This design comes from an exercise in tuning for small area, a short achievable clock period and few clock cycles on the open sky130 flow, not from production work.
In this exercise RTL edits were held to simulation tests only and were not proved equivalent to the original.
Power and IR drop assume default switching activity.

== run A ==
==> flow/design.v <==
module ALU(
  input  [15:0] p,       
  input  [15:0] g,       
  input         cin,
  input         a15,     
  input         wc,      
  input         cmp,     
  input  [15:0] c,       
  input  [2:0]  nvz,     
  output [15:0] res,     
  output [15:0] out_n,   
  output [2:0]  nvz_n    
);
wire [15:0] gl [0:4];
wire [15:0] pl [0:4];
assign gl[0] = g;
assign pl[0] = p;
genvar l, i;
generate
  for (l = 0; l < 4; l = l + 1) begin : lvl
    for (i = 0; i < 16; i = i + 1) begin : bt
      if (i >= (1 << l)) begin : comb
        assign gl[l+1][i] = gl[l][i] | (pl[l][i] & gl[l][i - (1 << l)]);
        assign pl[l+1][i] = pl[l][i] & pl[l][i - (1 << l)];
      end else begin : pass
        assign gl[l+1][i] = gl[l][i];
        assign pl[l+1][i] = pl[l][i];
      end
    end
  end
endgenerate
wire [15:0] cy = {gl[4][14:0], cin};
wire [15:0] r0 = p;
wire [15:0] r1 = ~p;
wire [15:0] o0 = wc ? r0 : c;
wire [15:0] o1 = wc ? r1 : c;
genvar k;
generate
  for (k = 0; k < 16; k = k + 1) begin : sel
    assign res[k]   = cy[k] ? r1[k] : r0[k];
    assign out_n[k] = cy[k] ? o1[k] : o0[k];
  end
endgenerate
wire s15 = p[15] ^ cy[15];
assign nvz_n = cmp ? {s15, p[15] & (s15 ^ a15), &p} : nvz;
endmodule
module cpu(clk,reset,s,load,in,out,N,V,Z,w);
input clk, reset, s, load;
input [15:0] in;
output [15:0] out;
output N, V, Z, w;
reg [15:0] ir;
reg [15:0] R [0:7];
always @(posedge clk)
  if (load) ir <= in;
wire [15:0] ins = load ? in : ir;
wire [2:0] opcode = ins[15:13];
wire [1:0] op = ins[12:11];
wire [2:0] rn = ins[10:8];
wire [2:0] rd = ins[7:5];
wire [1:0] sh = ins[4:3];
wire [2:0] rm = ins[2:0];
wire go = s & ~reset;
wire is_movi = (opcode == 3'b110) & (op == 2'b10);
wire is_mov  = (opcode == 3'b110) & (op == 2'b00);
wire is_alu  = (opcode == 3'b101);
wire is_cmp  = is_alu & (op == 2'b01);
wire is_and  = is_alu & (op == 2'b10);
wire writes_c = is_mov | (is_alu & (op != 2'b01));
wire use_a   = is_alu & (op != 2'b11);    
wire inv_b   = is_alu & op[0];            
reg [15:0] p2, g2;
reg a15_2, cin2, wr2, wc2, cmp2;
reg [2:0] wa2;
reg [15:0] c;
reg [2:0] nvz;
wire [15:0] res, out_n;
wire [2:0] nvz_n;
wire [7:0] busy = {8{wr2}} & (8'd1 << wa2);
wire [7:0] dec_n = 8'd1 << rn;
wire [7:0] dec_m = 8'd1 << rm;
wire [7:0] sel_n = dec_n & ~busy;
wire [7:0] sel_m = dec_m & ~busy;
wire fwd_n = |(dec_n & busy);
wire fwd_m = |(dec_m & busy);
reg [15:0] a, bs;
integer k;
always @(*) begin
  a  = {16{fwd_n}} & res;
  bs = {16{fwd_m}} & res;
  for (k = 0; k < 8; k = k + 1) begin
    a  = a  | ({16{sel_n[k]}} & R[k]);
    bs = bs | ({16{sel_m[k]}} & R[k]);
  end
end
reg  [15:0] b;
always @(*)
  case (sh)
    2'b00: b = bs;
    2'b01: b = {bs[14:0], 1'b0};
    2'b10: b = {1'b0, bs[15:1]};
    default: b = {bs[15], bs[15:1]};
  endcase
wire [15:0] x = use_a ? a : 16'd0;
wire [15:0] y = is_movi ? {{8{ins[7]}}, ins[7:0]} : (inv_b ? ~b : b);
always @(posedge clk) begin
  p2    <= is_and ? (x & y) : (x ^ y);
  g2    <= is_and ? 16'd0 : ((x & y) | {15'd0, inv_b & (x[0] ^ y[0])});
  a15_2 <= a[15];
  cin2  <= inv_b;
  wr2   <= go & (is_movi | writes_c);
  wc2   <= go & writes_c;
  cmp2  <= go & is_cmp;
  wa2   <= is_movi ? rn : rd;
end
ALU alu(.p(p2), .g(g2), .cin(cin2), .a15(a15_2), .wc(wc2),
        .cmp(cmp2), .c(c), .nvz(nvz), .res(res), .out_n(out_n), .nvz_n(nvz_n));
always @(posedge clk) begin
  if (wr2) R[wa2] <= res;
  c   <= out_n;
  nvz <= nvz_n;
end
assign out = out_n;
assign {N, V, Z} = nvz_n;
assign w = 1'b1;
endmodule
==> flow/config.mk <==
export PLATFORM = sky130hd
export DESIGN_NAME = cpu
export DESIGN_NICKNAME = cpu
export VERILOG_FILES = /design/flow/design.v
export SDC_FILE = /design/flow/constraint.sdc
export NUM_CORES = 4
export LEC_CHECK = 0
export CAP_MARGIN = 20
export CORE_MARGIN = 2
export CORE_UTILIZATION = 65
export SETUP_SLACK_MARGIN = 2.5
export SLEW_MARGIN = 20
export TNS_END_PERCENT = 0
==> flow/constraint.sdc <==
create_clock -name core_clock -period 5.5 [get_ports {clk}]
set_input_delay 1.1000 -clock core_clock [delete_from_list [all_inputs] [get_ports {clk}]]
set_output_delay 1.1000 -clock core_clock [all_outputs]
set_load 0.01 [all_outputs]
standard.sh (not shown) runs the stock make flow with config.mk's settings and CLKGATE_MAP_FILE= SYNTH_SCRIPT=/design/flow/synth_recipe.tcl, a recipe that flattens the netlist after the stock synthesis.
==> flow/flow/run.sh <==
#!/bin/bash
# The standard layout, with plain buffers (rather than the delay cells
# buffer_ports picks by default) on the input and output ports.
set -euo pipefail
bash standard.sh BUFFER_PORTS_ARGS="-buffer_cell sky130_fd_sc_hd__buf_2" finish > standard.log 2>&1
Both conditions hold for run A: the flow ran to the end and the final layout passed the timing, DRC and antenna checks.
Testbench counts of run A, summed over its fixed seeds: cycles 24,064.
The inputs of run B differ from those of run A as listed below.
Settings: CTS_CLUSTER_SIZE now 20, previously not set; CTS_CLUSTER_DIAMETER now 60, previously not set; CORE_UTILIZATION now 40, was 65; CTS_BUF_LIST now sky130_fd_sc_hd__clkbuf_8, previously not set.
- Run B: post-layout minimum cycle time 46 ps below run A
- When run B is set beside run A, its via count turns out to be 6.8% smaller.
- In the flow results for run B and run A, the met2 track demand over resource in global routing is larger on run A.
- [compare] base=run A new=run B: met2 layer wire length in the routed design decreased about 8%; total power went down by 11%; relative area change from synthesis to final layout went down 5.8 points; first-pass GRT wire length increased about 0.7%; combinational group share of total power moved up.
- On area taken by flip-flops and latches, run B tracks run A almost exactly.
Input-level comparison between run C and run B:
Settings: CTS_CLUSTER_DIAMETER removed (was 60); CTS_BUF_LIST removed (was sky130_fd_sc_hd__clkbuf_8); ABC_CLOCK_PERIOD_IN_PS newly set to 2800; CTS_CLUSTER_SIZE removed (was 20).
Findings:
Run C has wire length after detailed routing above what run B had. met3 wire length of run C exceeds that of run B by more than 10%. Run C vs run B — clock-buffer cell count rose about 70%.
[inputs] run D vs run C
==> flow/run.sh (new file) <==
#!/bin/bash
# synth_recipe.tcl (not shown) runs the flow's synth.tcl, then flattens the netlist and writes it again
# the make line also repeats each setting of config.mk as NAME=value (left out here)
make -C /OpenROAD-flow-scripts/flow DESIGN_CONFIG=/design/flow/config.mk WORK_HOME=/design/flow/orfs CLKGATE_MAP_FILE= SYNTH_SCRIPT=/design/flow/synth_recipe.tcl finish
removed: flow/flow/run.sh
removed: flow/standard.sh
--- outcome ---
Cell area | run D vs run C | run D larger
| count of TritonRoute iterations in the first routing pass | run D vs run C | 1 lower |
Looking at run C and run D, the critical path required time is a wash.
What run E does differently from run D at the input level:
Settings: setting CTS_CLUSTER_SIZE to 20 for the first time; removing ABC_CLOCK_PERIOD_IN_PS (formerly 2800); setting GPL_TIMING_DRIVEN to 0 for the first time; setting CTS_BUF_LIST to sky130_fd_sc_hd__clkbuf_8 for the first time; setting CTS_CLUSTER_DIAMETER to 60 for the first time.
==> flow/flow/run.sh (new file) <==
#!/bin/bash
# The standard layout, with plain buffers (rather than the delay cells
# buffer_ports picks by default) on the input and output ports.
set -euo pipefail
bash standard.sh BUFFER_PORTS_ARGS="-buffer_cell sky130_fd_sc_hd__buf_2" finish > standard.log 2>&1
==> flow/standard.sh (new file) <==
#!/bin/bash
# synth_recipe.tcl (not shown) runs the flow's synth.tcl, then flattens the netlist and writes it again
# the make line also repeats each setting of config.mk as NAME=value (left out here)
make -C /OpenROAD-flow-scripts/flow DESIGN_CONFIG=/design/flow/config.mk WORK_HOME=/design/flow/orfs CLKGATE_MAP_FILE= SYNTH_SCRIPT=/design/flow/synth_recipe.tcl "${@:-finish}"
removed: flow/run.sh
--- outcome ---
Going from run D to run E, fmax -about 1.4%; shortest period the worst path allows +52 ps.
Run E ends up with a proportion of power drawn by combinational gates that is 3.6 points higher than in run D.

==> port drivers added, routing unchanged <==
The results above use ideal ports. As a check the final layouts listed here were re-extracted and re-timed, cells and wires unchanged. Step 1 sets driving cells, clkbuf_16 on the clock port and buf_2 on the other inputs (assumed; they add their load-dependent delay and slew). Step 2 moves the port delays by t, midway between the first and last clock arrival at a register: inputs arrive t later, outputs are due t later. That takes back most of the time a late clock gives input paths. a / b / c = ideal / step 1 / step 2; a / b = the first two.
run	t (ns)	setup WS [ns]	hold WS [ns]	latest minus earliest clock arrival (ns)	worst slew at a driven data input, ns
run A	0.541	1.798 / 1.808 / 1.267	0.471 / 0.471 / 0.471	0.014 / 0.014	0.04
run B	0.561	1.845 / 1.842 / 1.302	0.474 / 0.474 / 0.474	0.029 / 0.029	0.03
run C	0.564	1.871 / 1.838 / 1.332	0.467 / 0.467 / 0.467	0.021 / 0.021	0.03
run D	0.565	1.842 / 1.839 / 1.302	0.467 / 0.467 / 0.467	0.012 / 0.012	0.04
run E	0.592	1.790 / 1.803 / 1.229	0.481 / 0.481 / 0.481	0.024 / 0.024	0.03
After both steps every run listed still meets setup and hold. The setup slack of run E, which loses most, moves by +0.013 ns with the drivers and by -0.561 ns with both steps.
